What follows belongs to an exercise in optimizing a design on an open flow for small area, a short achievable clock period and few clock cycles per item; a production flow would make more cautious choices. In this exercise RTL edits were held to simulation tests only and were not proved equivalent to the original. Power is estimated from default activity; no workload was simulated.

`config.mk`:
```
export PLATFORM = sky130hd
export DESIGN_NAME = pollings
export DESIGN_NICKNAME = pollings
export VERILOG_FILES = /design/flow/design.v
export SDC_FILE = /design/flow/constraint.sdc
export NUM_CORES = 4
export LEC_CHECK = 0
export CAP_MARGIN = 20
export CORE_MARGIN = 2
export CORE_UTILIZATION = 60
export CTS_BUF_LIST = sky130_fd_sc_hd__clkbuf_16
export CTS_CLUSTER_DIAMETER = 80
export CTS_CLUSTER_SIZE = 22
export SLEW_MARGIN = 20
```
`constraint.sdc`:
```
create_clock -name core_clock -period 10.0 [get_ports {ap_clk}]
set_input_delay 2.0000 -clock core_clock [delete_from_list [all_inputs] [get_ports {ap_clk}]]
set_output_delay 2.0000 -clock core_clock [all_outputs]
set_load 0.01 [all_outputs]
```
`design.v`:
```
`timescale 1ns/1ps
module pollings_control_s_axi (
    input  wire        ACLK,
    input  wire        ARESET,
    input  wire [5:0]  AWADDR,
    input  wire        AWVALID,
    output wire        AWREADY,
    input  wire [31:0] WDATA,
    input  wire [3:0]  WSTRB,
    input  wire        WVALID,
    output wire        WREADY,
    output wire [1:0]  BRESP,
    output wire        BVALID,
    input  wire        BREADY,
    input  wire [5:0]  ARADDR,
    input  wire        ARVALID,
    output wire        ARREADY,
    output wire [31:0] RDATA,
    output wire [1:0]  RRESP,
    output wire        RVALID,
    input  wire        RREADY,
    output wire        interrupt,
    output wire [63:0] in_img,
    output wire [63:0] max_pool,
    output wire [63:0] min_pool,
    output wire [63:0] avg_pool,
    output wire        ap_start,
    input  wire        ap_done,
    input  wire        ap_ready,
    input  wire        ap_idle
);
localparam
    ADDR_AP_CTRL         = 6'h00,
    ADDR_GIE             = 6'h04,
    ADDR_IER             = 6'h08,
    ADDR_ISR             = 6'h0c,
    ADDR_IN_IMG_DATA_0   = 6'h10,
    ADDR_IN_IMG_DATA_1   = 6'h14,
    ADDR_MAX_POOL_DATA_0 = 6'h1c,
    ADDR_MAX_POOL_DATA_1 = 6'h20,
    ADDR_MIN_POOL_DATA_0 = 6'h28,
    ADDR_MIN_POOL_DATA_1 = 6'h2c,
    ADDR_AVG_POOL_DATA_0 = 6'h34,
    ADDR_AVG_POOL_DATA_1 = 6'h38;
reg        wst_idle, wst_data, wst_resp;
reg [11:0] wsel;             
wire       aw_hs = AWVALID & wst_idle;
wire       w_hs  = WVALID & wst_data;
assign AWREADY = wst_idle;
assign WREADY  = wst_data;
assign BVALID  = wst_resp;
assign BRESP   = 2'b00;
always @(posedge ACLK) begin
    if (ARESET) begin
        wst_idle <= 1'b0;    
        wst_data <= 1'b0;
        wst_resp <= 1'b0;
    end else begin
        wst_idle <= (wst_idle & ~AWVALID) | (wst_resp & BREADY) | (~wst_idle & ~wst_data & ~wst_resp);
        wst_data <= (wst_idle & AWVALID) | (wst_data & ~WVALID);
        wst_resp <= (wst_data & WVALID) | (wst_resp & ~BREADY);
    end
end
function [11:0] wdec;
    input [5:0] a;
    begin
        wdec[0]  = a[5:2] == ADDR_AP_CTRL[5:2];
        wdec[1]  = a[5:2] == ADDR_GIE[5:2];
        wdec[2]  = a[5:2] == ADDR_IER[5:2];
        wdec[3]  = a[5:2] == ADDR_ISR[5:2];
        wdec[4]  = a[5:2] == ADDR_IN_IMG_DATA_0[5:2];
        wdec[5]  = a[5:2] == ADDR_IN_IMG_DATA_1[5:2];
        wdec[6]  = a[5:2] == ADDR_MAX_POOL_DATA_0[5:2];
        wdec[7]  = a[5:2] == ADDR_MAX_POOL_DATA_1[5:2];
        wdec[8]  = a[5:2] == ADDR_MIN_POOL_DATA_0[5:2];
        wdec[9]  = a[5:2] == ADDR_MIN_POOL_DATA_1[5:2];
        wdec[10] = a[5:2] == ADDR_AVG_POOL_DATA_0[5:2];
        wdec[11] = a[5:2] == ADDR_AVG_POOL_DATA_1[5:2];
    end
endfunction
always @(posedge ACLK) begin
    if (ARESET)
        wsel <= 12'd0;
    else if (aw_hs)
        wsel <= wdec(AWADDR);
    else if (w_hs)
        wsel <= 12'd0;
end
reg        rst_idle, rst_data;
reg [31:0] rdata;
wire       ar_hs = ARVALID & rst_idle;
assign ARREADY = rst_idle;
assign RVALID  = rst_data;
assign RDATA   = rdata;
assign RRESP   = 2'b00;
always @(posedge ACLK) begin
    if (ARESET) begin
        rst_idle <= 1'b0;
        rst_data <= 1'b0;
    end else begin
        rst_idle <= (rst_idle & ~ARVALID) | (rst_data & RREADY) | (~rst_idle & ~rst_data);
        rst_data <= (rst_idle & ARVALID) | (rst_data & ~RREADY);
    end
end
reg        int_ap_idle, int_ap_ready, int_task_ap_done, int_ap_start, int_interrupt;
reg        int_auto_restart, auto_restart_status, int_gie;
reg  [1:0] int_ier, int_isr;
reg [63:0] int_in_img, int_max_pool, int_min_pool, int_avg_pool;
wire [5:0] raddr = ARADDR;
always @(posedge ACLK) begin
    if (ar_hs) begin
        case (raddr)
            ADDR_AP_CTRL:         rdata <= {22'd0, int_interrupt, 1'b0, int_auto_restart, 3'd0,
                                            int_ap_ready, int_ap_idle, int_task_ap_done, int_ap_start};
            ADDR_GIE:             rdata <= {31'd0, int_gie};
            ADDR_IER:             rdata <= {30'd0, int_ier};
            ADDR_ISR:             rdata <= {30'd0, int_isr};
            ADDR_IN_IMG_DATA_0:   rdata <= int_in_img[31:0];
            ADDR_IN_IMG_DATA_1:   rdata <= int_in_img[63:32];
            ADDR_MAX_POOL_DATA_0: rdata <= int_max_pool[31:0];
            ADDR_MAX_POOL_DATA_1: rdata <= int_max_pool[63:32];
            ADDR_MIN_POOL_DATA_0: rdata <= int_min_pool[31:0];
            ADDR_MIN_POOL_DATA_1: rdata <= int_min_pool[63:32];
            ADDR_AVG_POOL_DATA_0: rdata <= int_avg_pool[31:0];
            ADDR_AVG_POOL_DATA_1: rdata <= int_avg_pool[63:32];
            default:              rdata <= 32'd0;
        endcase
    end
end
wire auto_restart_done = auto_restart_status & ap_idle & ~int_ap_idle;
wire task_ap_done      = (ap_done & ~auto_restart_status) | auto_restart_done;
wire task_ap_ready     = ap_ready & ~int_auto_restart;
wire ctrl_rd           = ar_hs && raddr == ADDR_AP_CTRL;
wire wr_ctrl           = WVALID & wsel[0] & WSTRB[0];
wire wr_gie            = WVALID & wsel[1] & WSTRB[0];
wire wr_ier            = WVALID & wsel[2] & WSTRB[0];
wire wr_isr            = WVALID & wsel[3] & WSTRB[0];
assign interrupt = int_interrupt;
assign ap_start  = int_ap_start;
assign in_img    = int_in_img;
assign max_pool  = int_max_pool;
assign min_pool  = int_min_pool;
assign avg_pool  = int_avg_pool;
always @(posedge ACLK) begin
    if (ARESET) begin
        int_interrupt       <= 1'b0;
        int_ap_start        <= 1'b0;
        int_task_ap_done    <= 1'b0;
        int_ap_idle         <= 1'b0;
        int_ap_ready        <= 1'b0;
        int_auto_restart    <= 1'b0;
        auto_restart_status <= 1'b0;
        int_gie             <= 1'b0;
        int_ier             <= 2'b0;
        int_isr             <= 2'b0;
    end else begin
        int_interrupt <= int_gie & (|int_isr);
        if (wr_ctrl && WDATA[0])
            int_ap_start <= 1'b1;
        else if (ap_ready)
            int_ap_start <= int_auto_restart;
        if (task_ap_done)
            int_task_ap_done <= 1'b1;
        else if (ctrl_rd)
            int_task_ap_done <= 1'b0;
        int_ap_idle <= ap_idle;
        if (task_ap_ready)
            int_ap_ready <= 1'b1;
        else if (ctrl_rd)
            int_ap_ready <= 1'b0;
        if (wr_ctrl)
            int_auto_restart <= WDATA[7];
        if (int_auto_restart)
            auto_restart_status <= 1'b1;
        else if (ap_idle)
            auto_restart_status <= 1'b0;
        if (wr_gie)
            int_gie <= WDATA[0];
        if (wr_ier)
            int_ier <= WDATA[1:0];
        if (int_ier[0] & ap_done)
            int_isr[0] <= 1'b1;
        else if (wr_isr)
            int_isr[0] <= int_isr[0] ^ WDATA[0];
        if (int_ier[1] & ap_ready)
            int_isr[1] <= 1'b1;
        else if (wr_isr)
            int_isr[1] <= int_isr[1] ^ WDATA[1];
    end
end
wire [31:0] wd0 = WDATA & {32{~ARESET}};
genvar b;
generate
    for (b = 0; b < 4; b = b + 1) begin : lane
        wire we = WVALID & WSTRB[b];
        always @(posedge ACLK) begin
            if (ARESET | (we & wsel[4])) int_in_img[8*b +: 8] <= wd0[8*b +: 8];
            if (ARESET | (we & wsel[5])) int_in_img[32+8*b +: 8] <= wd0[8*b +: 8];
            if (ARESET | (we & wsel[6])) int_max_pool[8*b +: 8] <= wd0[8*b +: 8];
            if (ARESET | (we & wsel[7])) int_max_pool[32+8*b +: 8] <= wd0[8*b +: 8];
            if (ARESET | (we & wsel[8])) int_min_pool[8*b +: 8] <= wd0[8*b +: 8];
            if (ARESET | (we & wsel[9])) int_min_pool[32+8*b +: 8] <= wd0[8*b +: 8];
            if (ARESET | (we & wsel[10])) int_avg_pool[8*b +: 8] <= wd0[8*b +: 8];
            if (ARESET | (we & wsel[11])) int_avg_pool[32+8*b +: 8] <= wd0[8*b +: 8];
        end
    end
endgenerate
endmodule
`timescale 1 ns / 1 ps 
module pollings (
        ap_clk,
        ap_rst_n,
        m_axi_gmem_AWVALID,
        m_axi_gmem_AWREADY,
        m_axi_gmem_AWADDR,
        m_axi_gmem_AWID,
        m_axi_gmem_AWLEN,
        m_axi_gmem_AWSIZE,
        m_axi_gmem_AWBURST,
        m_axi_gmem_AWLOCK,
        m_axi_gmem_AWCACHE,
        m_axi_gmem_AWPROT,
        m_axi_gmem_AWQOS,
        m_axi_gmem_AWREGION,
        m_axi_gmem_AWUSER,
        m_axi_gmem_WVALID,
        m_axi_gmem_WREADY,
        m_axi_gmem_WDATA,
        m_axi_gmem_WSTRB,
        m_axi_gmem_WLAST,
        m_axi_gmem_WID,
        m_axi_gmem_WUSER,
        m_axi_gmem_ARVALID,
        m_axi_gmem_ARREADY,
        m_axi_gmem_ARADDR,
        m_axi_gmem_ARID,
        m_axi_gmem_ARLEN,
        m_axi_gmem_ARSIZE,
        m_axi_gmem_ARBURST,
        m_axi_gmem_ARLOCK,
        m_axi_gmem_ARCACHE,
        m_axi_gmem_ARPROT,
        m_axi_gmem_ARQOS,
        m_axi_gmem_ARREGION,
        m_axi_gmem_ARUSER,
        m_axi_gmem_RVALID,
        m_axi_gmem_RREADY,
        m_axi_gmem_RDATA,
        m_axi_gmem_RLAST,
        m_axi_gmem_RID,
        m_axi_gmem_RUSER,
        m_axi_gmem_RRESP,
        m_axi_gmem_BVALID,
        m_axi_gmem_BREADY,
        m_axi_gmem_BRESP,
        m_axi_gmem_BID,
        m_axi_gmem_BUSER,
        s_axi_control_AWVALID,
        s_axi_control_AWREADY,
        s_axi_control_AWADDR,
        s_axi_control_WVALID,
        s_axi_control_WREADY,
        s_axi_control_WDATA,
        s_axi_control_WSTRB,
        s_axi_control_ARVALID,
        s_axi_control_ARREADY,
        s_axi_control_ARADDR,
        s_axi_control_RVALID,
        s_axi_control_RREADY,
        s_axi_control_RDATA,
        s_axi_control_RRESP,
        s_axi_control_BVALID,
        s_axi_control_BREADY,
        s_axi_control_BRESP,
        interrupt
);
parameter    ap_ST_fsm_pp0_stage0 = 4'd1;
parameter    ap_ST_fsm_pp0_stage1 = 4'd2;
parameter    ap_ST_fsm_pp0_stage2 = 4'd4;
parameter    ap_ST_fsm_pp0_stage3 = 4'd8;
parameter    C_S_AXI_CONTROL_DATA_WIDTH = 32;
parameter    C_S_AXI_CONTROL_ADDR_WIDTH = 6;
parameter    C_S_AXI_DATA_WIDTH = 32;
parameter    C_M_AXI_GMEM_ID_WIDTH = 1;
parameter    C_M_AXI_GMEM_ADDR_WIDTH = 64;
parameter    C_M_AXI_GMEM_DATA_WIDTH = 32;
parameter    C_M_AXI_GMEM_AWUSER_WIDTH = 1;
parameter    C_M_AXI_GMEM_ARUSER_WIDTH = 1;
parameter    C_M_AXI_GMEM_WUSER_WIDTH = 1;
parameter    C_M_AXI_GMEM_RUSER_WIDTH = 1;
parameter    C_M_AXI_GMEM_BUSER_WIDTH = 1;
parameter    C_M_AXI_GMEM_USER_VALUE = 0;
parameter    C_M_AXI_GMEM_PROT_VALUE = 0;
parameter    C_M_AXI_GMEM_CACHE_VALUE = 3;
parameter    C_M_AXI_DATA_WIDTH = 32;
parameter C_S_AXI_CONTROL_WSTRB_WIDTH = (32 / 8);
parameter C_S_AXI_WSTRB_WIDTH = (32 / 8);
parameter C_M_AXI_GMEM_WSTRB_WIDTH = (32 / 8);
parameter C_M_AXI_WSTRB_WIDTH = (32 / 8);
input   ap_clk;
input   ap_rst_n;
output   m_axi_gmem_AWVALID;
input   m_axi_gmem_AWREADY;
output  [C_M_AXI_GMEM_ADDR_WIDTH - 1:0] m_axi_gmem_AWADDR;
output  [C_M_AXI_GMEM_ID_WIDTH - 1:0] m_axi_gmem_AWID;
output  [7:0] m_axi_gmem_AWLEN;
output  [2:0] m_axi_gmem_AWSIZE;
output  [1:0] m_axi_gmem_AWBURST;
output  [1:0] m_axi_gmem_AWLOCK;
output  [3:0] m_axi_gmem_AWCACHE;
output  [2:0] m_axi_gmem_AWPROT;
output  [3:0] m_axi_gmem_AWQOS;
output  [3:0] m_axi_gmem_AWREGION;
output  [C_M_AXI_GMEM_AWUSER_WIDTH - 1:0] m_axi_gmem_AWUSER;
output   m_axi_gmem_WVALID;
input   m_axi_gmem_WREADY;
output  [C_M_AXI_GMEM_DATA_WIDTH - 1:0] m_axi_gmem_WDATA;
output  [C_M_AXI_GMEM_WSTRB_WIDTH - 1:0] m_axi_gmem_WSTRB;
output   m_axi_gmem_WLAST;
output  [C_M_AXI_GMEM_ID_WIDTH - 1:0] m_axi_gmem_WID;
output  [C_M_AXI_GMEM_WUSER_WIDTH - 1:0] m_axi_gmem_WUSER;
output   m_axi_gmem_ARVALID;
input   m_axi_gmem_ARREADY;
output  [C_M_AXI_GMEM_ADDR_WIDTH - 1:0] m_axi_gmem_ARADDR;
output  [C_M_AXI_GMEM_ID_WIDTH - 1:0] m_axi_gmem_ARID;
output  [7:0] m_axi_gmem_ARLEN;
output  [2:0] m_axi_gmem_ARSIZE;
output  [1:0] m_axi_gmem_ARBURST;
output  [1:0] m_axi_gmem_ARLOCK;
output  [3:0] m_axi_gmem_ARCACHE;
output  [2:0] m_axi_gmem_ARPROT;
output  [3:0] m_axi_gmem_ARQOS;
output  [3:0] m_axi_gmem_ARREGION;
output  [C_M_AXI_GMEM_ARUSER_WIDTH - 1:0] m_axi_gmem_ARUSER;
input   m_axi_gmem_RVALID;
output   m_axi_gmem_RREADY;
input  [C_M_AXI_GMEM_DATA_WIDTH - 1:0] m_axi_gmem_RDATA;
input   m_axi_gmem_RLAST;
input  [C_M_AXI_GMEM_ID_WIDTH - 1:0] m_axi_gmem_RID;
input  [C_M_AXI_GMEM_RUSER_WIDTH - 1:0] m_axi_gmem_RUSER;
input  [1:0] m_axi_gmem_RRESP;
input   m_axi_gmem_BVALID;
output   m_axi_gmem_BREADY;
input  [1:0] m_axi_gmem_BRESP;
input  [C_M_AXI_GMEM_ID_WIDTH - 1:0] m_axi_gmem_BID;
input  [C_M_AXI_GMEM_BUSER_WIDTH - 1:0] m_axi_gmem_BUSER;
input   s_axi_control_AWVALID;
output   s_axi_control_AWREADY;
input  [C_S_AXI_CONTROL_ADDR_WIDTH - 1:0] s_axi_control_AWADDR;
input   s_axi_control_WVALID;
output   s_axi_control_WREADY;
input  [C_S_AXI_CONTROL_DATA_WIDTH - 1:0] s_axi_control_WDATA;
input  [C_S_AXI_CONTROL_WSTRB_WIDTH - 1:0] s_axi_control_WSTRB;
input   s_axi_control_ARVALID;
output   s_axi_control_ARREADY;
input  [C_S_AXI_CONTROL_ADDR_WIDTH - 1:0] s_axi_control_ARADDR;
output   s_axi_control_RVALID;
input   s_axi_control_RREADY;
output  [C_S_AXI_CONTROL_DATA_WIDTH - 1:0] s_axi_control_RDATA;
output  [1:0] s_axi_control_RRESP;
output   s_axi_control_BVALID;
input   s_axi_control_BREADY;
output  [1:0] s_axi_control_BRESP;
output   interrupt;
wire        rst = ~ap_rst_n;
wire [63:0] in_img, max_pool, min_pool, avg_pool;
wire        ap_start;
reg         ap_done;
wire        ap_ready = ap_done;
wire        ap_idle;
pollings_control_s_axi control_s_axi_U (
    .ACLK(ap_clk),
    .ARESET(rst),
    .AWADDR(s_axi_control_AWADDR),
    .AWVALID(s_axi_control_AWVALID),
    .AWREADY(s_axi_control_AWREADY),
    .WDATA(s_axi_control_WDATA),
    .WSTRB(s_axi_control_WSTRB),
    .WVALID(s_axi_control_WVALID),
    .WREADY(s_axi_control_WREADY),
    .BRESP(s_axi_control_BRESP),
    .BVALID(s_axi_control_BVALID),
    .BREADY(s_axi_control_BREADY),
    .ARADDR(s_axi_control_ARADDR),
    .ARVALID(s_axi_control_ARVALID),
    .ARREADY(s_axi_control_ARREADY),
    .RDATA(s_axi_control_RDATA),
    .RRESP(s_axi_control_RRESP),
    .RVALID(s_axi_control_RVALID),
    .RREADY(s_axi_control_RREADY),
    .interrupt(interrupt),
    .in_img(in_img),
    .max_pool(max_pool),
    .min_pool(min_pool),
    .avg_pool(avg_pool),
    .ap_start(ap_start),
    .ap_done(ap_done),
    .ap_ready(ap_ready),
    .ap_idle(ap_idle)
);
assign m_axi_gmem_AWID     = 1'b0;
assign m_axi_gmem_AWLEN    = 8'd0;
assign m_axi_gmem_AWSIZE   = 3'd2;
assign m_axi_gmem_AWBURST  = 2'd1;
assign m_axi_gmem_AWLOCK   = 2'd0;
assign m_axi_gmem_AWCACHE  = 4'd3;
assign m_axi_gmem_AWPROT   = 3'd0;
assign m_axi_gmem_AWQOS    = 4'd0;
assign m_axi_gmem_AWREGION = 4'd0;
assign m_axi_gmem_AWUSER   = 1'b0;
assign m_axi_gmem_WSTRB    = 4'hf;
assign m_axi_gmem_WLAST    = 1'b1;
assign m_axi_gmem_WID      = 1'b0;
assign m_axi_gmem_WUSER    = 1'b0;
assign m_axi_gmem_ARID     = 1'b0;
assign m_axi_gmem_ARLEN    = 8'd0;
assign m_axi_gmem_ARSIZE   = 3'd2;
assign m_axi_gmem_ARBURST  = 2'd1;
assign m_axi_gmem_ARLOCK   = 2'd0;
assign m_axi_gmem_ARCACHE  = 4'd3;
assign m_axi_gmem_ARPROT   = 3'd0;
assign m_axi_gmem_ARQOS    = 4'd0;
assign m_axi_gmem_ARREGION = 4'd0;
assign m_axi_gmem_ARUSER   = 1'b0;
assign m_axi_gmem_BREADY   = 1'b1;
reg        busy;
wire       start = ap_start & ~busy;
assign     ap_idle = ~busy & ~ap_start;
reg        arvalid;
reg [63:2] araddr;
reg  [9:0] ar_n;
reg        ar_c;
wire       ar_hs = arvalid & m_axi_gmem_ARREADY;
wire       ar_go = start | (ar_hs & (|ar_n));
wire [9:0] ar_nn = ar_n + 10'd1;
function [9:0] ar_off;       
    input [9:0] k;
    ar_off = {k[9:5], k[0], k[4:2], k[1]};
endfunction
wire [10:0] ar_lo  = {1'b0, in_img[11:2]} + {1'b0, ar_off(ar_n)};
wire [10:0] ar_lon = {1'b0, in_img[11:2]} + {1'b0, ar_off(ar_nn)};
assign m_axi_gmem_ARVALID = arvalid;
assign m_axi_gmem_ARADDR  = {araddr, 2'b00};    
always @(posedge ap_clk) begin
    if (rst) begin
        arvalid <= 1'b0;
        ar_n    <= 10'd0;
        ar_c    <= 1'b0;
    end else begin
        if (start | ar_hs)
            arvalid <= start | (|ar_n);
        if (ar_go) begin
            ar_n <= ar_nn;
            ar_c <= ar_lon[10];
        end
    end
end
always @(posedge ap_clk)
    if (start | ar_hs) araddr <= {in_img[63:12] + {51'd0, ar_c}, ar_lo[9:0]};
reg        awvalid;
reg [63:2] awaddr;
reg  [2:0] aw_nq;
reg  [7:0] aw_ng;
reg        aw_c;
wire       aw_hs = awvalid & m_axi_gmem_AWREADY;
wire       aw_wrap = aw_nq[0] & (aw_ng == 8'd0);
wire       aw_go = start | (aw_hs & ~aw_wrap);
wire [2:0] aw_nqn = {aw_nq[1:0], aw_nq[2]};
wire [7:0] aw_ngn = aw_ng + {7'd0, aw_nq[2]};
function [63:2] sel3;
    input [2:0]  q;
    input [63:0] a0, a1, a2;
    sel3 = ({62{q[0]}} & a0[63:2]) | ({62{q[1]}} & a1[63:2]) | ({62{q[2]}} & a2[63:2]);
endfunction
wire [63:2] aw_base  = sel3(aw_nq, max_pool, min_pool, avg_pool);
wire [63:2] aw_basen = sel3(aw_nqn, max_pool, min_pool, avg_pool);
wire [8:0]  aw_lo    = {1'b0, aw_base[9:2]} + {1'b0, aw_ng};
wire [8:0]  aw_lon   = {1'b0, aw_basen[9:2]} + {1'b0, aw_ngn};
assign m_axi_gmem_AWVALID = awvalid;
assign m_axi_gmem_AWADDR  = {awaddr, 2'b00};
always @(posedge ap_clk) begin
    if (rst) begin
        awvalid <= 1'b0;
        aw_nq   <= 3'b001;
        aw_ng   <= 8'd0;
        aw_c    <= 1'b0;
    end else begin
        if (start | aw_hs)
            awvalid <= start | ~aw_wrap;
        if (aw_go) begin
            aw_nq <= aw_nqn;
            aw_ng <= aw_ngn;
            aw_c  <= aw_lon[8];
        end
    end
end
always @(posedge ap_clk)
    if (start | aw_hs) awaddr <= {aw_base[63:10] + {53'd0, aw_c}, aw_lo[7:0]};
reg        rready;
reg [31:0] rreg;             
reg        rv;               
reg  [1:0] r_ph;             
reg  [1:0] c_ph;             
reg [31:0] top;              
reg [17:0] tsum;             
reg [15:0] part_mx;          
reg [31:0] wd;               
reg [63:0] hold;             
reg  [1:0] wcnt;             
reg        wvalid;
wire       r_hs = rready & m_axi_gmem_RVALID;
wire       w_hs = wvalid & m_axi_gmem_WREADY;
wire       b0   = rv & (c_ph == 2'd1);
wire       b1   = rv & (c_ph == 2'd3);
wire       b0_go = b0 & (wcnt != 2'd3);      
wire       load  = b1 & (wcnt == 2'd0);
wire       stall = (b0 & ~b0_go) | (b1 & ~load);
assign m_axi_gmem_RREADY = rready;
assign m_axi_gmem_WVALID = wvalid;
assign m_axi_gmem_WDATA  = wd;
function [31:0] pairs;
    input [31:0] t;
    integer p;
    reg [7:0] a, b;
    begin
        for (p = 0; p < 2; p = p + 1) begin
            a = t[16*p +: 8]; b = t[16*p+8 +: 8];
            pairs[16*p +: 8]   = (a > b) ? a : b;
            pairs[16*p+8 +: 8] = (a > b) ? b : a;
        end
    end
endfunction
function [17:0] psums;
    input [31:0] t;
    integer p;
    begin
        for (p = 0; p < 2; p = p + 1)
            psums[9*p +: 9] = {1'b0, t[16*p +: 8]} + {1'b0, t[16*p+8 +: 8]};
    end
endfunction
function [47:0] pool2;
    input [31:0] t;
    input [17:0] ts;
    input [31:0] d;
    integer p;
    reg [7:0] mx, mn, c, e;
    reg       ce;
    reg [9:0] s;
    begin
        for (p = 0; p < 2; p = p + 1) begin
            mx = t[16*p +: 8]; mn = t[16*p+8 +: 8];
            c = d[16*p +: 8];  e = d[16*p+8 +: 8];
            ce = c >= e;
            s = {1'b0, ts[9*p +: 9]} + {2'b00, c} + {2'b00, e};
            pool2[8*p +: 8]      = (mx >= c && mx >= e) ? mx : (ce ? c : e);
            pool2[16 + 8*p +: 8] = (mn <= c && mn <= e) ? mn : (ce ? e : c);
            pool2[32 + 8*p +: 8] = s[9:2];
        end
    end
endfunction
wire [47:0] pooled = pool2(top, tsum, rreg);
wire       rv_n    = r_hs | stall;
wire [1:0] wcnt_n  = load ? 2'd3 : wcnt - {1'b0, w_hs};
wire [1:0] ph_n    = r_hs ? r_ph : c_ph;
wire       may_stall = rv_n & (((ph_n == 2'd3) & (wcnt_n != 2'd0)) | ((ph_n == 2'd1) & (wcnt_n == 2'd3)));
always @(posedge ap_clk) begin
    if (rst) begin
        rready <= 1'b0;
        rv     <= 1'b0;
        r_ph   <= 2'd0;
        c_ph   <= 2'd0;
        wcnt   <= 2'd0;
        wvalid <= 1'b0;
    end else begin
        rv     <= rv_n;
        if (r_hs) begin
            r_ph <= r_ph + 2'd1;
            c_ph <= r_ph;
        end
        wcnt   <= wcnt_n;
        wvalid <= wcnt_n != 2'd0;
        rready <= busy & ~may_stall;
        if (start) begin
            r_ph <= 2'd0;
        end
    end
end
always @(posedge ap_clk) begin
    if (r_hs) rreg <= m_axi_gmem_RDATA;
    if (rv & ~c_ph[0]) begin
        top  <= pairs(rreg);
        tsum <= psums(rreg);
    end
    if (b0_go) part_mx <= pooled[15:0];
    if (load)
        wd <= {pooled[15:0], part_mx};
    else if (w_hs)
        wd <= hold[31:0];
    if (load)
        hold[31:0] <= {pooled[31:16], hold[63:48]};
    else if (w_hs)
        hold[31:0] <= hold[63:32];
    if (load)
        hold[63:48] <= pooled[47:32];
    else if (b0_go)
        hold[63:48] <= pooled[31:16];
    if (b0_go)
        hold[47:32] <= pooled[47:32];
end
reg  [9:0] bcnt;             
reg        last_b;           
wire       b_hs = m_axi_gmem_BVALID;
always @(*) ap_done = busy & last_b & b_hs;
always @(posedge ap_clk) begin
    if (rst) begin
        busy   <= 1'b0;
        bcnt   <= 10'd0;
        last_b <= 1'b0;
    end else if (start) begin
        busy   <= 1'b1;
        bcnt   <= 10'd0;
        last_b <= 1'b0;
    end else if (busy & b_hs) begin
        bcnt   <= bcnt + 10'd1;
        last_b <= bcnt == 10'd766;
        if (last_b) busy <= 1'b0;
    end
end
endmodule
```
`flow/run.sh`:
```
#!/bin/bash
# Standard synthesis, then the standard layout steps with repair_timing aiming
# at a larger setup margin (each make run's full output in its own log here).
set -euo pipefail
MARGIN=$(cat flow/margin.txt)
bash standard.sh synth > synth.log 2>&1
bash standard.sh SETUP_SLACK_MARGIN=$MARGIN finish > layout.log 2>&1
```
`flow/margin.txt`:
```
6.7
```
`standard.sh`:
```
#!/bin/bash
# synth_recipe.tcl (not shown) runs the flow's synth.tcl, then flattens the netlist and writes it again
# the make line also repeats each setting of config.mk as NAME=value (left out here)
make -C /OpenROAD-flow-scripts/flow DESIGN_CONFIG=/design/flow/config.mk WORK_HOME=/design/flow/orfs CLKGATE_MAP_FILE= SYNTH_SCRIPT=/design/flow/synth_recipe.tcl "${@:-finish}"
```
==> results.tsv, run 1 <==
stage	metric	value	unit
outcome	outcome	timing/DRC/antenna clean	
die	core_area	53900	um2
worst_setup_path	cp-start-kind	flip-flop	
die	die_area	56600	um2
final_layout	regArea	19700	um2
clock_network	clockRootBuffer	clkbuf_16	
detailed_routing	wl	88500	um
placement	hpwl	58000	um
grt	grt_pass1_vias	22086	
logic_synthesis	syn_area_per_cell	12.7	um2
worst_setup_path	critPathCaptureType	output port	
sta	max_freq	305	MHz
die	die_h	238	um
detailed_routing	via_per_inst	6.29	
placement	place_inst	3473	
sta	max_slew_margin	24.2	%
clock_network	clkTransAtPathRegs	90	ps
die	rows	85	
clock_network	cts_made_buffers	38	
die	pin_count	379	
worst_setup_path	path_delay_family	flip-flops	
placement	portBuffers	287	
final_layout	layout_commonest_cell	edfxtp_1	
logic_synthesis	synth_area_leader_cell	edfxtp_1	
detailed_routing	wl_met1	33700	um
sta	setup_viol	0	
sta	skew	14.3	ps
logic_synthesis	syn-instance-count	2576	
logic_synthesis	synth.cell_area	32800	um2
logic_synthesis	netlist_top_cells_area	edfxtp_1 (55%), ha_1 (5.8%), dfxtp_1 (4.6%), a222oi_1 (3.8%), nand2_1 (3.5%)	
detailed_routing	ant_nets	0	
detailed_routing	wl_met2	41600	um
worst_setup_path	ff2ff_path_depth	12	
final_layout	post-route-util	70.7	%
detailed_routing	first_pass_iters	10	
grt	grt_max_degree	76	
worst_setup_path	r2r_slack	6760	ps
logic_synthesis	ys_ff_latch	681	
clock_network	clk_latency	600	ps
final_layout	layout_common_cells	edfxtp_1 (606), nand2_1 (289), ha_1 (153), a222oi_1 (126), xnor2_1 (108)	
sta	min_period	3280	ps
worst_setup_path	rr_endpoint	awaddr[48]	
pwr	power.density	138	nW/um2
grt	globalRoute.totalOverflow	0	
grt	grt_use_total	30.9	%
worst_setup_path	crit_cells	1	
detailed_routing	wl_met3	9220	um
worst_setup_path	cp.buffers_inverters	1	
final_layout	layout-drive-gt1-share	10.5	%
detailed_routing	drt-initial-drc-count	3163	
worst_setup_path	setup.worst_path.start	awaddr[56]	
sta	hold_viol_final	0	
final_layout	fill_cells	3753	
worst_setup_path	criticalPathCategory	reg -> out	
logic_synthesis	netlist.area_leader.share	55.5	%
sta	worstMarginPinSlew	1140	ps
pwr	ir_drop	0.128	mV
worst_setup_path	crit_fanout	1	
clock_network	clk_path_buf_depth	3	
grt	grt_pass1_wl	131000	um
logic_synthesis	yosysWarnings	2	
die	initial_utilization	60.8	%
final_layout	area_delta_synth_final	16.2	%
grt	antenna_found_initial	11	
clock_network	tritoncts	built	
die	die_w	238	um
logic_synthesis	synth-edff-count	606	
worst_setup_path	critPathRequiredTime	8000	ps
clock_network	cts_max_level	2	
detailed_routing	remaining_drc_errors	0	
final_layout	finalNonFillerCells	3604	
worst_setup_path	crit_end	m_axi_gmem_AWADDR[56]	
placement	placed_cell_area	36100	um2
final_layout	multi_input_area	12400	um2
sta	slew_violations	0	
placement	gp_congestion	0.908	
sta	post-route-period-util	32.8	%
hold_path	hold_path_class	reg -> reg	
worst_setup_path	cpMaxStageDelayCell	edfxtp_1	
final_layout	stdcell_area	38100	um2
worst_setup_path	crit_path_cell_trace	clkdlybuf4s15_1	
logic_synthesis	ys_seq_area_share	60.0	%
flow_run	drv_cap	0	
detailed_routing	dr.max_layer_used	met5	
worst_setup_path	r2r_start	aw_nq[2]	
logic_synthesis	synth-main-ff-cell	edfxtp_1	
detailed_routing	wl_per_cell	24.6	um
pwr	total_leakage_power	0.0146	uW
clock_network	cts_sinks	681	
worst_setup_path	crit_path_max_incr_delay	430	ps
worst_setup_path	worstPathArrival	1280	ps
sta	grt_setup_unrepaired	yes	
final_layout	final_net_count	3153	
detailed_routing	via_count	22679	
logic_synthesis	async_reset_ff_share	0	%
pwr	power	5240	uW
logic_synthesis	yosysUniqueCellTypes	78	
sta	fin_setup_tns	0	ps
-- logic make-up (layout without fill, tap and decap cells) --
logic type / count (synthesis) / in the layout / share of synthesized area [%]
AO/OA/AOI/OAI: 445 / 445 / 9.92
multiplexers: 102 / 102 / 3.32
flip-flops: 681 / 681 / 60.0
XOR/XNOR: 172 / 172 / 4.59
AND/OR/NAND/NOR: 720 / 725 / 10.6
other: 2 / 83 / 0.0229
buffers and inverters: 279 / 525 / 4.36
adder cells (fa/ha/maj): 175 / 175 / 7.12
-- area by class of cell --
cell class                 count  share of cell area [%]
timing repair inverter         2                  0.0394
antenna                        3                  0.0197
tap                          696                    2.28
sequential                   681                    51.7
multi-input combinational   1699                    32.5
clock inverter                24                   0.361
clock buffer                  42                    2.76
inverter                      96                   0.991
timing repair buffer         361                    9.36
-- power breakdown --
part	total, uW	switching (uW)	internal [uW]
Combinational	288	181	107
Sequential	3250	60.6	3190
Clock	1710	919	791
Total	5240	1160	4080
-- state kept, by name, summed over array words and instances, names as in the netlist, 3 cells and up --
name                          count
control_s_axi_U.int_avg_pool     64
control_s_axi_U.int_in_img       64
control_s_axi_U.int_max_pool     64
control_s_axi_U.int_min_pool     64
hold                             64
araddr                           62
awaddr                           62
control_s_axi_U.rdata            32
rreg                             32
top                              32
wd                               32
tsum                             18
part_mx                          16
control_s_axi_U.wsel             12
ar_n                             10
bcnt                             10
aw_ng                             8
aw_nq                             3
-- worst min-delay path by stage --
stage	startpoint	endpoint	slack, ps	cells past startpoint
floorplan	control_s_axi_U.int_gie	control_s_axi_U.int_interrupt	440	1
global placement	bcnt[9]	bcnt[9]	470	2
detailed placement	control_s_axi_U.int_gie	control_s_axi_U.int_gie	480	2
CTS	control_s_axi_U.int_gie	control_s_axi_U.int_gie	500	2
global route	awvalid	awvalid	520	2
finish	control_s_axi_U.int_gie	control_s_axi_U.int_gie	490	2
-- synthesized netlist by cell type (all sizes together) (8+ instances only) --
library cell	n
mux2	45
a21oi	93
nor2b	21
and3	24
clkbuf	74
nor3	27
or3	12
nor2	107
ha	153
fa	20
nor3b	8
xnor2	108
a222oi	126
a21o	26
nand2	307
inv	96
nand3b	9
o21ai	79
a211oi	9
o21bai	14
dfxtp	75
nand2b	17
nor4	11
and2	44
mux2i	56
edfxtp	606
buf	109
nand4	31
nand3	76
a22oi	47
xor2	64
-- per-stage QoR --
step	hold slack, ps	setup slack (ps)
finish	493	6720
global route	525	6690
CTS	495	6490
detailed placement	483	5130
global placement	468	5170
floorplan	440	6230
-- metal layers --
layer | vias to the layer above | GRT usage (%)
li1 | 10178 | -
met1 | 10964 | 40.6
met2 | 1277 | 50.2
met3 | 250 | 6.85
met4 | 10 | 12.5
met5 | - | 0
-- timing repair --
action | CTS | global route
gates cloned | 12 | 0
setup buffers | 32 | 18
resized for setup | 373 | 87
pin swaps | 15 | 7
setup endpoints to repair | 416 | 340
hold buffers | 0 | 0
Testbench counts, summed over its fixed seeds: cycles 12,996, images 12.
==> run 2, diff against run 1 <==
==> flow/margin.txt (replaced) <==
6.9
--- a/config.mk
+++ b/config.mk
@@ -7,7 +7,7 @@
 export LEC_CHECK = 0
 export CAP_MARGIN = 20
 export CORE_MARGIN = 2
-export CORE_UTILIZATION = 60
+export CORE_UTILIZATION = 66
 export CTS_BUF_LIST = sky130_fd_sc_hd__clkbuf_16
 export CTS_CLUSTER_DIAMETER = 80
 export CTS_CLUSTER_SIZE = 22
==> run 2 against run 1 <==
Effect of this change: area after synthesis stayed put; largest cell class unchanged; total power grew 0.27%; critical path type unchanged; highest routed layer unchanged; sequential power about the same; worst setup slack gained 5.9 ps; global-route usage increased by 4.1 points; routed wire length grew 5.1%; fmax increased by 0.18%; synthesized cell count stayed put.
==> results.tsv, run 2 <==
stage	metric	value	unit	change
die	die_w	227	um	was 238 um
final_layout	area_delta_synth_final	16.5	%	was 16.2%
outcome	outcome	timing/DRC/antenna clean		unchanged
pwr	total_leakage_power	0.0148	uW	was 0.0146 uW
detailed_routing	drt-initial-drc-count	3762		was 3163
grt	grt_pass1_wl	133000	um	was 131000 um
final_layout	layout-drive-gt1-share	19.0	%	was 10.5%
worst_setup_path	cpMaxStageDelayCell	edfxtp_1		unchanged
worst_setup_path	criticalPathCategory	reg -> out		unchanged
clock_network	cts_hold_buf	0		unchanged
detailed_routing	via_per_inst	6.51		was 6.29
grt	globalRoute.totalOverflow	0		unchanged
logic_synthesis	syn_area_per_cell	12.7	um2	unchanged
die	die_h	227	um	was 238 um
final_layout	layout_common_cells	edfxtp_1 (606), nand2_1 (279), buf_2 (195), ha_1 (152), a222oi_1 (126)		was edfxtp_1 (606), nand2_1 (289), ha_1 (153), a222oi_1 (126), xnor2_1 (108)
sta	grt_setup_unrepaired	yes		unchanged
logic_synthesis	yosysWarnings	2		unchanged
logic_synthesis	yosysMostFrequentCell	edfxtp_1		unchanged
hold_path	hold_path_class	reg -> reg		unchanged
clock_network	cts_made_buffers	38		unchanged
logic_synthesis	synth.cell_area	32800	um2	unchanged
sta	max_freq	306	MHz	was 305 MHz
sta	setup_viol	0		unchanged
sta	max_slew_margin	29.3	%	was 24.2%
worst_setup_path	worstPathArrival	1270	ps	was 1280 ps
worst_setup_path	critPathCaptureType	output port		unchanged
grt	antenna_found_initial	10		was 11
detailed_routing	wl_per_cell	25.6	um	was 24.6 um
clock_network	cts_max_level	2		unchanged
grt	grt_max_degree	77		was 76
die	die_area	51500	um2	was 56600 um2
placement	gp_congestion	0.906		was 0.908
clock_network	clkTransAtPathRegs	90	ps	about the same
die	core_area	49100	um2	was 53900 um2
logic_synthesis	async_reset_ff_share	0	%	unchanged
clock_network	clk_latency	610	ps	was 600 ps
detailed_routing	wl_met1	32400	um	was 33700 um
worst_setup_path	r2r_slack	6790	ps	was 6760 ps
logic_synthesis	yosysUniqueCellTypes	78		unchanged
clock_network	clockRootBuffer	clkbuf_16		unchanged
pwr	power.density	138	nW/um2	about the same
detailed_routing	dr.max_layer_used	met5		unchanged
logic_synthesis	synth_area_leader_cell	edfxtp_1		unchanged
logic_synthesis	synth_commonest_cells	edfxtp_1 (606), nand2_1 (307), ha_1 (153)		unchanged
die	rows	81		was 85
worst_setup_path	cp-start-kind	flip-flop		unchanged
detailed_routing	ant_nets	0		unchanged
sta	slew_violations	0		unchanged
sta	worstMarginPinSlew	1060	ps	was 1140 ps
final_layout	fill_cells	3056		was 3753
flow_run	drv_cap	0		unchanged
sta	fin_setup_tns	0	ps	unchanged
grt	grt_pass1_vias	22813		was 22086
logic_synthesis	netlist.area_leader.share	55.5	%	unchanged
logic_synthesis	ys_seq_area_share	60.0	%	unchanged
pwr	ir_drop	0.137	mV	was 0.128 mV
clock_network	cts_sinks	681		unchanged
detailed_routing	wl_met2	44100	um	was 41600 um
logic_synthesis	synth-main-ff-cell	edfxtp_1		unchanged
sta	min_period	3270	ps	was 3280 ps
logic_synthesis	netlist_top_cells_area	edfxtp_1 (55%), ha_1 (5.8%), dfxtp_1 (4.6%), a222oi_1 (3.8%), nand2_1 (3.5%)		unchanged
final_layout	post-route-util	77.9	%	was 70.7%
final_layout	layout_commonest_cell	edfxtp_1		unchanged
logic_synthesis	syn-instance-count	2576		unchanged
final_layout	regArea	19700	um2	about the same
detailed_routing	wl	93000	um	was 88500 um
sta	post-route-period-util	32.7	%	was 32.8%
worst_setup_path	cp.buffers_inverters	1		unchanged
logic_synthesis	ys_ff_latch	681		unchanged
detailed_routing	via_count	23611		was 22679
worst_setup_path	crit_fanout	1		unchanged
worst_setup_path	critPathRequiredTime	8000	ps	about the same
detailed_routing	remaining_drc_errors	0		unchanged
worst_setup_path	path_delay_family	flip-flops		unchanged
detailed_routing	wl_met3	11100	um	was 9220 um
sta	hold_viol_final	0		unchanged
die	initial_utilization	66.9	%	was 60.8%
grt	grt_use_total	34.9	%	was 30.9%
final_layout	final_net_count	3210		was 3153
final_layout	multi_input_area	12600	um2	was 12400 um2
sta	skew	24.1	ps	was 14.3 ps
clock_network	tritoncts	built		unchanged
clock_network	clk_path_buf_depth	3		unchanged
worst_setup_path	crit_path_max_incr_delay	500	ps	was 430 ps
detailed_routing	first_pass_iters	12		was 10
placement	portBuffers	287		unchanged
logic_synthesis	synth-edff-count	606		unchanged
die	pin_count	379		unchanged
placement	hpwl	57300	um	was 58000 um
worst_setup_path	crit_path_cell_trace	buf_6		was clkdlybuf4s15_1
-- run 2: power by group --
group	total, uW	switching, uW	internal [uW]
sequential	3250	62.6	3180
combinational	301	191	110
clock	1710	920	790
-- run 2: through the flow --
step	setup slack [ps]	cell area [um2]	power (uW)	cells	hold slack, ps
2_1_floorplan	6230	33500	3460	2654	440
3_3_place_gp	5130	36200	3580	3440	470
3_5_place_dp	5080	36200	3590	3440	477
4_1_cts	6760	37600	5240	3581	486
5_1_grt	6730	38200	5380	3624	490
6_report	6730	38200	5260	3629	484
-- run 2: what timing repair did --
item,in CTS,in global routing
endpoints found under the setup margin,849,391
gates cloned,17,4
pin swaps,22,34
gates resized for setup,899,57
buffers inserted,63,35
-- run 2: cell families after synthesis --
group	share of synthesized area [%]
fa+ha+maj	7.12
buf+inv	4.36
xor+xnor	4.59
flops	60.0
simple gates	10.6
compound gates	9.92
other cells	0.0229
mux	3.32
-- run 2: final timing paths --
kind | from | to | depth (start not counted)
max | control_s_axi_U.rdata[0] | s_axi_control_RDATA[0] | 1
min | control_s_axi_U.int_gie | control_s_axi_U.int_interrupt | 1
max reg2reg | aw_nq[0] | awaddr[8] | 13
min reg2reg | control_s_axi_U.int_gie | control_s_axi_U.int_interrupt | 1
-- run 2: final cells by class --
cell class / instances / area share [%]
tap: 664 / 2.17
multi-input combinational: 1701 / 32.9
antenna: 8 / 0.0524
sequential: 681 / 51.6
timing repair buffer: 416 / 9.14
clock buffer: 42 / 2.75
timing repair inverter: 2 / 0.0393
clock inverter: 19 / 0.327
inverter: 96 / 0.998
-- run 2: routing by layer --
metal,vias up,GRT usage [%]
met3,384,8.48
met1,11297,43.5
li1,10306,-
met2,1614,57.2
met4,10,18.1
met5,-,0
==> run 3, diff against run 2 <==
--- a/config.mk
+++ b/config.mk
@@ -7,8 +7,9 @@
 export LEC_CHECK = 0
 export CAP_MARGIN = 20
 export CORE_MARGIN = 2
-export CORE_UTILIZATION = 66
+export CORE_UTILIZATION = 60
 export CTS_BUF_LIST = sky130_fd_sc_hd__clkbuf_16
 export CTS_CLUSTER_DIAMETER = 80
 export CTS_CLUSTER_SIZE = 22
+export PLACE_DENSITY = 0.72
 export SLEW_MARGIN = 20
==> run 3 against run 2 <==
Effect of this change: hold slack improved by 17 ps; highest routed layer unchanged; die area rose by 9.8%; count of clock-buffer cells in the layout fell by 1; still clean on timing, DRC and antenna; synthesized cell count did not move; register-to-register slack improved by 130 ps.
==> results.tsv, run 3 <==
stage	metric	value	unit	change
worst_setup_path	cpMaxStageDelayCell	edfxtp_1		unchanged
sta	max_slew_margin	25.0	%	was 29.3%
clock_network	clockRootBuffer	clkbuf_16		unchanged
die	core_area	53900	um2	was 49100 um2
sta	worstMarginPinSlew	1130	ps	was 1060 ps
clock_network	clk_path_buf_depth	3		unchanged
logic_synthesis	async_reset_ff_share	0	%	unchanged
worst_setup_path	crit_path_cell_trace	buf_2		was buf_6
grt	grt_use_total	31.0	%	was 34.9%
detailed_routing	wl_per_cell	24.9	um	was 25.6 um
logic_synthesis	yosysUniqueCellTypes	78		unchanged
worst_setup_path	r2r_slack	6920	ps	was 6790 ps
logic_synthesis	synthAdderAreaFrac	7.12	%	unchanged
logic_synthesis	synth-edff-count	606		unchanged
worst_setup_path	criticalPathCategory	reg -> out		unchanged
logic_synthesis	synth_compound_area_share	9.92	%	unchanged
worst_setup_path	worstPathArrival	1300	ps	was 1270 ps
logic_synthesis	synth_xor_area_share	4.59	%	unchanged
grt	globalRoute.totalOverflow	0		unchanged
final_layout	layout_commonest_cell	edfxtp_1		unchanged
clock_network	cts_hold_buf	0		unchanged
die	die_area	56600	um2	was 51500 um2
placement	hpwl	57700	um	was 57300 um
clock_network	clk_latency	600	ps	was 610 ps
die	die_w	238	um	was 227 um
detailed_routing	first_pass_iters	10		was 12
clock_network	tritoncts	built		unchanged
die	initial_utilization	60.8	%	was 66.9%
final_layout	stdcell_area	38200	um2	about the same
flow_run	drv_cap	0		unchanged
sta	fin_setup_tns	0	ps	unchanged
logic_synthesis	synth_area_leader_cell	edfxtp_1		unchanged
clock_network	cts_made_buffers	38		unchanged
worst_setup_path	critPathCaptureType	output port		unchanged
sta	skew	27.0	ps	was 24.1 ps
hold_path	hold_path_class	reg -> reg		unchanged
logic_synthesis	synth-main-ff-cell	edfxtp_1		unchanged
detailed_routing	ant_nets	0		unchanged
placement	dp_slack	5010	ps	was 5080 ps
logic_synthesis	ys_ff_latch	681		unchanged
logic_synthesis	synth_commonest_cells	edfxtp_1 (606), nand2_1 (307), ha_1 (153)		unchanged
sta	setup_viol	0		unchanged
sta	slew_violations	0		unchanged
logic_synthesis	netlist_top_cells_area	edfxtp_1 (55%), ha_1 (5.8%), dfxtp_1 (4.6%), a222oi_1 (3.8%), nand2_1 (3.5%)		unchanged
logic_synthesis	synth-simple-area-share	10.6	%	unchanged
pwr	ir_drop	0.121	mV	was 0.137 mV
logic_synthesis	synth.cell_area	32800	um2	unchanged
clock_network	cts_sinks	681		unchanged
pwr	power.density	137	nW/um2	was 138 nW/um2
pwr	total_leakage_power	0.0148	uW	about the same
final_layout	post-route-util	70.9	%	was 77.9%
die	die_h	238	um	was 227 um
logic_synthesis	synth_top_family_by_area	simple AND/OR/NAND/NOR gates		unchanged
worst_setup_path	crit_path_max_incr_delay	510	ps	was 500 ps
sta	min_period	3300	ps	was 3270 ps
logic_synthesis	syn_area_per_cell	12.7	um2	unchanged
sta	hold_viol_final	0		unchanged
logic_synthesis	yosysMostFrequentCell	edfxtp_1		unchanged
detailed_routing	via_count	23017		was 23611
sta	grt_setup_unrepaired	yes		unchanged
final_layout	final_net_count	3211		was 3210
placement	place_inst	3471		was 3440
worst_setup_path	critPathRequiredTime	8000	ps	about the same
detailed_routing	wl	91200	um	was 93000 um
final_layout	area_delta_synth_final	16.5	%	about the same
detailed_routing	via_per_inst	6.29		was 6.51
sta	max_freq	303	MHz	was 306 MHz
worst_setup_path	cp-start-kind	flip-flop		unchanged
grt	grt_pass1_vias	22286		was 22813
worst_setup_path	path_delay_family	flip-flops		unchanged
logic_synthesis	netlist.area_leader.share	55.5	%	unchanged
placement	portBuffers	287		unchanged
die	rows	85		was 81
sta	post-route-period-util	33.0	%	was 32.7%
final_layout	layout_common_cells	edfxtp_1 (606), nand2_1 (273), buf_2 (189), ha_1 (151), a222oi_1 (126)		was edfxtp_1 (606), nand2_1 (279), buf_2 (195), ha_1 (152), a222oi_1 (126)
clock_network	cts_max_level	2		unchanged
sta	timing.final.ws_setup	6700	ps	was 6730 ps
placement	gp_congestion	0.904		was 0.906
final_layout	finalNonFillerCells	3661		was 3629
detailed_routing	drt-initial-drc-count	3337		was 3762
clock_network	clkTransAtPathRegs	100	ps	was 90 ps
die	pin_count	379		unchanged
worst_setup_path	cp.buffers_inverters	1		unchanged
grt	grt_max_degree	77		unchanged
logic_synthesis	ys_seq_area_share	60.0	%	unchanged
grt	grt_pass1_wl	132000	um	was 133000 um
final_layout	layout-drive-gt1-share	19.3	%	was 19.0%
worst_setup_path	crit_fanout	1		unchanged
outcome	outcome	timing/DRC/antenna clean		unchanged
placement	placed_cell_area	36200	um2	about the same
logic_synthesis	syn-instance-count	2576		unchanged
grt	antenna_found_initial	7		was 10
logic_synthesis	muxShareOfSynthArea	3.32	%	unchanged
detailed_routing	remaining_drc_errors	0		unchanged
logic_synthesis	yosysWarnings	2		unchanged
[run 3: cell counts after synthesis]
No cell type changed its count.
[run 3: cells by family (layout without fill, tap and decap cells)]
family                     after synthesis  count (layout)
xor gates and xnor gates               172             172
buffers and inverters                  279             581
other                                    2              83
and+or+nand+nor                        720             725
muxes                                  102             102
DFF                                    681             681
adders and majority gates              175             175
AOI/OAI and AO/OA                      445             446
[run 3: what timing repair did]
item,in CTS,in global routing
endpoints found under the setup margin,859,431
gates resized for setup,903,62
pin swaps,30,22
cloned,14,5
setup buffers,67,36
[run 3: final cells by class]
cell class	count	area, um2
clock inverter	24	140
antenna	3	7.51
timing repair buffer	418	3480
timing repair inverter	2	15.0
tap	696	871
sequential	681	19700
inverter	96	382
multi-input combinational	1700	12600
fill	3764	15700
clock buffer	41	1030
[run 3: per-layer routing]
| metal | share of wire, % | up-vias | GRT usage [%] |
|---|---|---|---|
| li1 | - | 10276 | - |
| met1 | 37 | 11065 | 39.9 |
| met2 | 48 | 1371 | 51.4 |
| met3 | 11 | 297 | 6.48 |
| met4 | 4.9 | 8 | 13.2 |
| met5 | 0.063 | - | 0 |
[run 3: stage by stage]
| stage | hold WS, ps | power, uW |
|---|---|---|
| after floorplan | 440 | 3460 |
| after global placement | 471 | 3580 |
| after detailed placement | 485 | 3590 |
| after CTS | 504 | 5250 |
| after global routing | 515 | 5380 |
| final | 501 | 5250 |
[run 3: power breakdown]
part	internal, uW	switching [uW]	total, uW
clock	777	927	1700
combinational	111	189	300
sequential	3180	60.3	3240
total	4070	1180	5250
[run 3: worst paths after layout]
check / from / end / cells after the start
max: awaddr[31] / m_axi_gmem_AWADDR[31] / 1
min: control_s_axi_U.int_gie / control_s_axi_U.int_interrupt / 1
max reg2reg: aw_nq[1] / awaddr[63] / 9
min reg2reg: control_s_axi_U.int_gie / control_s_axi_U.int_interrupt / 1
==> run 4, diff against run 3 <==
--- a/config.mk
+++ b/config.mk
@@ -11,5 +11,4 @@
 export CTS_BUF_LIST = sky130_fd_sc_hd__clkbuf_16
 export CTS_CLUSTER_DIAMETER = 80
 export CTS_CLUSTER_SIZE = 22
-export PLACE_DENSITY = 0.72
 export SLEW_MARGIN = 20
==> run 4 against run 3 <==
Effect of this change: still clean on timing, DRC and antenna; via count up 0.24%; routed wire length decreased by 0.53%; clock power hardly changed; critical endpoint is now s_axi_control_RDATA[3]; largest power group unchanged.
==> results.tsv, run 4 <==
stage	metric	value	unit	change
placement	place_inst	3472		was 3471
logic_synthesis	synth.cell_area	32800	um2	unchanged
worst_setup_path	cpMaxStageDelayCell	edfxtp_1		unchanged
clock_network	cts_made_buffers	38		unchanged
worst_setup_path	critPathCaptureType	output port		unchanged
logic_synthesis	synth_area_leader_cell	edfxtp_1		unchanged
detailed_routing	first_pass_iters	10		unchanged
die	die_h	238	um	unchanged
logic_synthesis	syn_area_per_cell	12.7	um2	unchanged
final_layout	layout_commonest_cell	edfxtp_1		unchanged
logic_synthesis	ys_seq_area_share	60.0	%	unchanged
grt	grt_use_total	31.4	%	was 31.0%
placement	hpwl	57700	um	about the same
worst_setup_path	crit_path_cell_trace	buf_2		unchanged
detailed_routing	drt-initial-drc-count	3043		was 3337
pwr	power	5250	uW	about the same
grt	globalRoute.totalOverflow	0		unchanged
die	pin_count	379		unchanged
logic_synthesis	netlist.area_leader.share	55.5	%	unchanged
final_layout	layout_common_cells	edfxtp_1 (606), nand2_1 (272), buf_2 (190), ha_1 (152), a222oi_1 (126)		was edfxtp_1 (606), nand2_1 (273), buf_2 (189), ha_1 (151), a222oi_1 (126)
detailed_routing	remaining_drc_errors	0		unchanged
detailed_routing	via_count	23073		was 23017
sta	slew_violations	0		unchanged
die	die_area	56600	um2	unchanged
clock_network	clk_latency	600	ps	about the same
clock_network	tritoncts	built		unchanged
logic_synthesis	netlist_top_cells_area	edfxtp_1 (55%), ha_1 (5.8%), dfxtp_1 (4.6%), a222oi_1 (3.8%), nand2_1 (3.5%)		unchanged
sta	post-route-period-util	32.6	%	was 33.0%
clock_network	cts_max_level	2		unchanged
logic_synthesis	synth-edff-count	606		unchanged
sta	grt_setup_unrepaired	yes		unchanged
hold_path	min_path_cells	2		was 1
sta	fin_setup_tns	0	ps	unchanged
logic_synthesis	synth-main-ff-cell	edfxtp_1		unchanged
worst_setup_path	cp.buffers_inverters	1		unchanged
worst_setup_path	cp-start-kind	flip-flop		unchanged
pwr	power.density	138	nW/um2	was 137 nW/um2
final_layout	post-route-util	70.4	%	was 70.9%
pwr	total_leakage_power	0.0147	uW	was 0.0148 uW
worst_setup_path	crit_fanout	1		unchanged
worst_setup_path	worstPathArrival	1260	ps	was 1300 ps
worst_setup_path	criticalPathCategory	reg -> out		unchanged
worst_setup_path	ff2ff_path_depth	8		was 9
placement	portBuffers	287		unchanged
worst_setup_path	critPathRequiredTime	8000	ps	about the same
die	initial_utilization	60.8	%	unchanged
worst_setup_path	crit_cells	1		unchanged
sta	holdWs	509	ps	was 501 ps
die	rows	85		unchanged
final_layout	regArea	19700	um2	about the same
logic_synthesis	ys_ff_latch	681		unchanged
placement	gp_congestion	0.911		was 0.904
worst_setup_path	path_delay_family	flip-flops		unchanged
clock_network	clockRootBuffer	clkbuf_16		unchanged
grt	grt_pass1_vias	22254		was 22286
detailed_routing	ant_nets	0		unchanged
pwr	ir_drop	0.126	mV	was 0.121 mV
worst_setup_path	crit_path_max_incr_delay	480	ps	was 510 ps
sta	min_period	3260	ps	was 3300 ps
grt	grt_pass1_wl	133000	um	was 132000 um
clock_network	clkTransAtPathRegs	90	ps	was 100 ps
sta	worstMarginPinSlew	1120	ps	was 1130 ps
sta	skew	25.0	ps	was 27.0 ps
hold_path	hold_path_class	reg -> reg		unchanged
logic_synthesis	yosysUniqueCellTypes	78		unchanged
flow_run	drv_cap	0		unchanged
detailed_routing	wl	90700	um	was 91200 um
sta	max_slew_margin	25.2	%	was 25.0%
final_layout	area_delta_synth_final	15.8	%	was 16.5%
final_layout	fill_cells	3793		was 3764
logic_synthesis	syn-instance-count	2576		unchanged
die	die_w	238	um	unchanged
clock_network	clk_path_buf_depth	3		unchanged
grt	antenna_found_initial	12		was 7
grt	grt_max_degree	77		unchanged
sta	hold_viol_final	0		unchanged
final_layout	final_net_count	3195		was 3211
final_layout	layout-drive-gt1-share	18.7	%	was 19.3%
detailed_routing	wl_per_cell	24.9	um	about the same
logic_synthesis	synth_commonest_cells	edfxtp_1 (606), nand2_1 (307), ha_1 (153)		unchanged
final_layout	multi_input_area	12500	um2	was 12600 um2
logic_synthesis	yosysWarnings	2		unchanged
clock_network	cts_hold_buf	0		unchanged
sta	setup_viol	0		unchanged
die	core_area	53900	um2	unchanged
outcome	outcome	timing/DRC/antenna clean		unchanged
logic_synthesis	yosysMostFrequentCell	edfxtp_1		unchanged
sta	max_freq	307	MHz	was 303 MHz
detailed_routing	via_per_inst	6.33		was 6.29
logic_synthesis	async_reset_ff_share	0	%	unchanged
clock_network	cts_sinks	681		unchanged
final_layout	finalNonFillerCells	3645		was 3661
-- run 4: cell counts after synthesis --
No cell type changed its count.
-- run 4: cells by family after synthesis --
group	Yosys count	share of synthesized area, %
buffers and inverters	279	4.36
AOI/OAI and AO/OA	445	9.92
and+or+nand+nor	720	10.6
muxes	102	3.32
xor gates and xnor gates	172	4.59
DFF	681	60.0
other	2	0.0229
adders and majority gates	175	7.12
-- run 4: power by group --
group	internal, uW	total [uW]	leakage [uW]	switching (uW)
clock	782	1710	0.000638	927
combinational	110	298	0.00764	188
sequential	3180	3240	0.00644	61.1
-- run 4: timing repair --
item,in CTS,in global routing
pin swaps,26,21
buffers inserted,53,36
endpoints found under the setup margin,854,335
cloned,15,1
resized for setup,917,48
-- run 4: final cells by class --
type,instances,area share [%]
well taps,696,2.29
diodes,3,0.0198
flip-flops and latches,681,52.0
repair buffers,402,8.58
repair inverters,2,0.0395
clock buffers,43,2.83
multi-input cells,1700,33.0
inverters,96,1.00
clock inverters,22,0.277
-- run 4: tightest hold or removal path, cell delays in order (launching register included) --
cell and delay, ps:
dfxtp_1 350, nand2_1 60, a21oi_1 50
-- run 4: stage by stage --
step	area (um2)	setup WS [ps]
6_report	38000	6740
5_1_grt	38000	6700
4_1_cts	37500	6740
3_5_place_dp	36200	5070
3_3_place_gp	36200	5090
2_1_floorplan	33500	6230
-- run 4: routing by layer --
| layer | vias up | part of all wire (%) | global-route usage, % |
|---|---|---|---|
| met5 | - | 0.14 | 0 |
| met4 | 18 | 4.4 | 12.8 |
| met3 | 271 | 11 | 6.92 |
| met2 | 1364 | 47 | 51.4 |
| met1 | 11166 | 37 | 41.0 |
| li1 | 10254 | - | - |
-- run 4: final timing paths --
check	from	to	slack, ps
worst max-delay path	control_s_axi_U.rdata[3]	s_axi_control_RDATA[3]	6740
worst min-delay path	control_s_axi_U.int_gie	control_s_axi_U.int_gie	510
worst max register to register	aw_nq[0]	awaddr[60]	6910
worst min register to register	control_s_axi_U.int_gie	control_s_axi_U.int_gie	510
==> run 5, diff against run 4 <==
--- a/config.mk
+++ b/config.mk
@@ -9,6 +9,6 @@
 export CORE_MARGIN = 2
 export CORE_UTILIZATION = 60
 export CTS_BUF_LIST = sky130_fd_sc_hd__clkbuf_16
-export CTS_CLUSTER_DIAMETER = 80
-export CTS_CLUSTER_SIZE = 22
+export CTS_CLUSTER_DIAMETER = 90
+export CTS_CLUSTER_SIZE = 26
 export SLEW_MARGIN = 20
==> run 5 against run 4 <==
Effect of this change: still clean; combinational power about the same; clock power about the same; first-iteration DRC count increased by 8.8%; sequential power about the same; hold slack got worse by 3.2 ps; total power decreased by 0.49%; critical endpoint is now s_axi_control_RDATA[0]; largest cell class unchanged.
==> results.tsv, run 5 <==
stage	metric	value	unit	change
worst_setup_path	worstPathArrival	1290	ps	was 1260 ps
pwr	total_leakage_power	0.0147	uW	about the same
outcome	outcome	timing/DRC/antenna clean		unchanged
logic_synthesis	synth.cell_area	32800	um2	unchanged
pwr	internal-power	4060	uW	was 4080 uW
logic_synthesis	yosysWarnings	2		unchanged
die	initial_utilization	60.8	%	unchanged
worst_setup_path	cp.buffers_inverters	1		unchanged
die	rows	85		unchanged
placement	portBuffers	287		unchanged
final_layout	fill_cells	3776		was 3793
die	pin_count	379		unchanged
sta	min_period	3290	ps	was 3260 ps
clock_network	clk_latency	600	ps	about the same
detailed_routing	drt-initial-drc-count	3310		was 3043
detailed_routing	wl_per_cell	25.0	um	was 24.9 um
final_layout	regArea	19700	um2	unchanged
logic_synthesis	async_reset_ff_share	0	%	unchanged
detailed_routing	ant_nets	0		unchanged
logic_synthesis	netlist.area_leader.share	55.5	%	unchanged
die	die_h	238	um	unchanged
worst_setup_path	crit_path_max_incr_delay	500	ps	was 480 ps
logic_synthesis	yosysMostFrequentCell	edfxtp_1		unchanged
sta	setup_viol	0		unchanged
clock_network	clkTransAtPathRegs	100	ps	was 90 ps
worst_setup_path	crit_path_cell_trace	buf_2		unchanged
die	die_w	238	um	unchanged
die	core_area	53900	um2	unchanged
final_layout	layout-drive-gt1-share	18.5	%	was 18.7%
clock_network	clk_path_buf_depth	3		unchanged
sta	post-route-period-util	32.9	%	was 32.6%
sta	max_freq	304	MHz	was 307 MHz
pwr	power	5230	uW	was 5250 uW
detailed_routing	via_count	23078		was 23073
grt	grt_max_degree	77		unchanged
worst_setup_path	critPathCaptureType	output port		unchanged
grt	grt_pass1_wl	133000	um	about the same
pwr	p_comb_share	5.7	%	about the same
hold_path	hold_path_class	reg -> reg		unchanged
detailed_routing	remaining_drc_errors	0		unchanged
logic_synthesis	syn-instance-count	2576		unchanged
clock_network	cts_max_level	2		unchanged
grt	grt_pass1_vias	22232		was 22254
worst_setup_path	cp-start-kind	flip-flop		unchanged
grt	antenna_found_initial	11		was 12
sta	skew	29.5	ps	was 25.0 ps
sta	fin_setup_tns	0	ps	unchanged
logic_synthesis	netlist_top_cells_area	edfxtp_1 (55%), ha_1 (5.8%), dfxtp_1 (4.6%), a222oi_1 (3.8%), nand2_1 (3.5%)		unchanged
grt	globalRoute.totalOverflow	0		unchanged
worst_setup_path	criticalPathCategory	reg -> out		unchanged
sta	worstMarginPinSlew	1130	ps	was 1120 ps
final_layout	final_net_count	3186		was 3195
flow_run	drv_cap	0		unchanged
worst_setup_path	critPathRequiredTime	8000	ps	about the same
logic_synthesis	synth_area_leader_cell	edfxtp_1		unchanged
sta	hold_viol_final	0		unchanged
logic_synthesis	ys_seq_area_share	60.0	%	unchanged
logic_synthesis	yosysUniqueCellTypes	78		unchanged
grt	grt_use_total	31.3	%	was 31.4%
worst_setup_path	crit_fanout	1		unchanged
clock_network	cts_made_buffers	34		was 38
pwr	pwr-share-seq	62.1	%	was 61.8%
placement	hpwl	57700	um	unchanged
clock_network	cts_sinks	681		unchanged
placement	placed_cell_area	36200	um2	unchanged
pwr	p_sw	1170	uW	was 1180 uW
final_layout	layout_commonest_cell	edfxtp_1		unchanged
pwr	ir_drop	0.165	mV	was 0.126 mV
clock_network	clockRootBuffer	clkbuf_16		unchanged
logic_synthesis	synth-main-ff-cell	edfxtp_1		unchanged
logic_synthesis	synth-edff-count	606		unchanged
final_layout	stdcell_area	38000	um2	about the same
placement	gp_congestion	0.911		unchanged
sta	holdWs	506	ps	was 509 ps
logic_synthesis	synth_commonest_cells	edfxtp_1 (606), nand2_1 (307), ha_1 (153)		unchanged
detailed_routing	via_per_inst	6.35		was 6.33
detailed_routing	first_pass_iters	13		was 10
worst_setup_path	path_delay_family	flip-flops		unchanged
logic_synthesis	ys_ff_latch	681		unchanged
sta	slew_violations	0		unchanged
detailed_routing	wl	91100	um	was 90700 um
pwr	p_sw_share	22.3	%	was 22.4%
die	die_area	56600	um2	unchanged
sta	max_slew_margin	24.4	%	was 25.2%
worst_setup_path	cpMaxStageDelayCell	edfxtp_1		unchanged
sta	grt_setup_unrepaired	yes		unchanged
pwr	power.density	138	nW/um2	about the same
final_layout	area_delta_synth_final	15.8	%	about the same
pwr	pwr-share-clk	32.2	%	was 32.5%
logic_synthesis	syn_area_per_cell	12.7	um2	unchanged
final_layout	layout_common_cells	edfxtp_1 (606), nand2_1 (276), buf_2 (192), ha_1 (152), a222oi_1 (126)		was edfxtp_1 (606), nand2_1 (272), buf_2 (190), ha_1 (152), a222oi_1 (126)
clock_network	tritoncts	built		unchanged
clock_network	cts_hold_buf	0		unchanged
final_layout	multi_input_area	12500	um2	about the same
[run 5: cell types whose count changed in the layout (fill, tap and decap cells not counted), moves of 3 or more]
cell,change
buf_12,+7
buf_4,-7
inv_1,-6
nand2_2,-5
buf_8,-4
clkbuf_16,-4
nand2_1,+4
buf_6,-3
bufinv_16,+3
clkinv_4,+3
inv_8,-3
[run 5: power groups by stage]
stage | Clock, uW | Combinational, uW | Sequential (uW)
2_1_floorplan | 0 | 172 | 3290
3_3_place_gp | 0 | 279 | 3310
3_5_place_dp | 0 | 283 | 3310
4_1_cts | 1690 | 291 | 3240
5_1_grt | 1800 | 318 | 3250
6_report | 1680 | 300 | 3240
[run 5: final timing paths]
check | startpoint | endpoint | depth (start not counted) | slack, ps
min reg2reg | control_s_axi_U.int_gie | control_s_axi_U.int_gie | 2 | 510
min | control_s_axi_U.int_gie | control_s_axi_U.int_gie | 2 | 510
max reg2reg | aw_nq[2] | awaddr[60] | 8 | 6890
max | control_s_axi_U.rdata[0] | s_axi_control_RDATA[0] | 1 | 6710
[run 5: logic make-up (layout without fill, tap and decap cells)]
logic type	after synthesis	after routing	synth area share, %
AND/OR/NAND/NOR	720	725	10.6
flip-flops	681	681	60.0
AO/OA/AOI/OAI	445	445	9.92
buffers and inverters	279	555	4.36
adder cells (fa/ha/maj)	175	175	7.12
XOR/XNOR	172	172	4.59
multiplexers	102	102	3.32
other	2	85	0.0229
[run 5: final cells by class]
type                    count  share of cell area [%]
inverters                  96                    1.00
repair buffers            398                    8.70
clock buffers              37                    2.44
flip-flops and latches    681                    51.9
clock inverters            22                   0.557
diodes                      5                  0.0329
repair inverters            2                  0.0395
multi-input cells        1699                    33.0
well taps                 696                    2.29
[run 5: what timing repair did]
action	CTS	global route
setup endpoints to repair	858	379
gates resized for setup	903	52
pin swaps	26	18
buffers inserted	59	24
gates cloned	14	3
[run 5: routing by layer]
metal / global-route usage (%) / wire length [um]
met1: 41.5 / 34200
met2: 50.8 / 42700
met3: 6.50 / 9790
met4: 13.0 / 4310
met5: 0 / 99
[run 5: metrics by stage]
stage               utilization [%]  instances  setup WS [ps]
floorplan                         -       2654           6230
global placement               67.2       3472           5090
detailed placement             67.2       3472           5070
CTS                            69.7       3604           6730
global route                   70.5       3634           6700
finish                         70.5       3636           6710

-- re-timing with driven ports --
In the flow no input, the clock included, has a driving cell. The finished layouts below were timed again as built, in two steps.
Step 1 assumes that a clkbuf_16 drives the clock port and a buf_2 every other input.
Step 2, shift: input delay + t, output delay - t, t = (earliest + latest rising clock arrival at the registers) / 2. This alone moves slack from input paths to output paths.
Slacks: no drivers / after step 1 / after step 2; pairs: no drivers / after step 1.
run | shift t [ns] | setup WS [ns]
run 1 | 0.647 | 6.721 / 6.662 / 6.127
run 2 | 0.661 | 6.727 / 6.661 / 6.247
run 3 | 0.647 | 6.702 / 6.641 / 6.283
run 4 | 0.647 | 6.742 / 6.679 / 6.230
run 5 | 0.644 | 6.708 / 6.651 / 6.248
After both steps setup and hold are still met in every run listed.
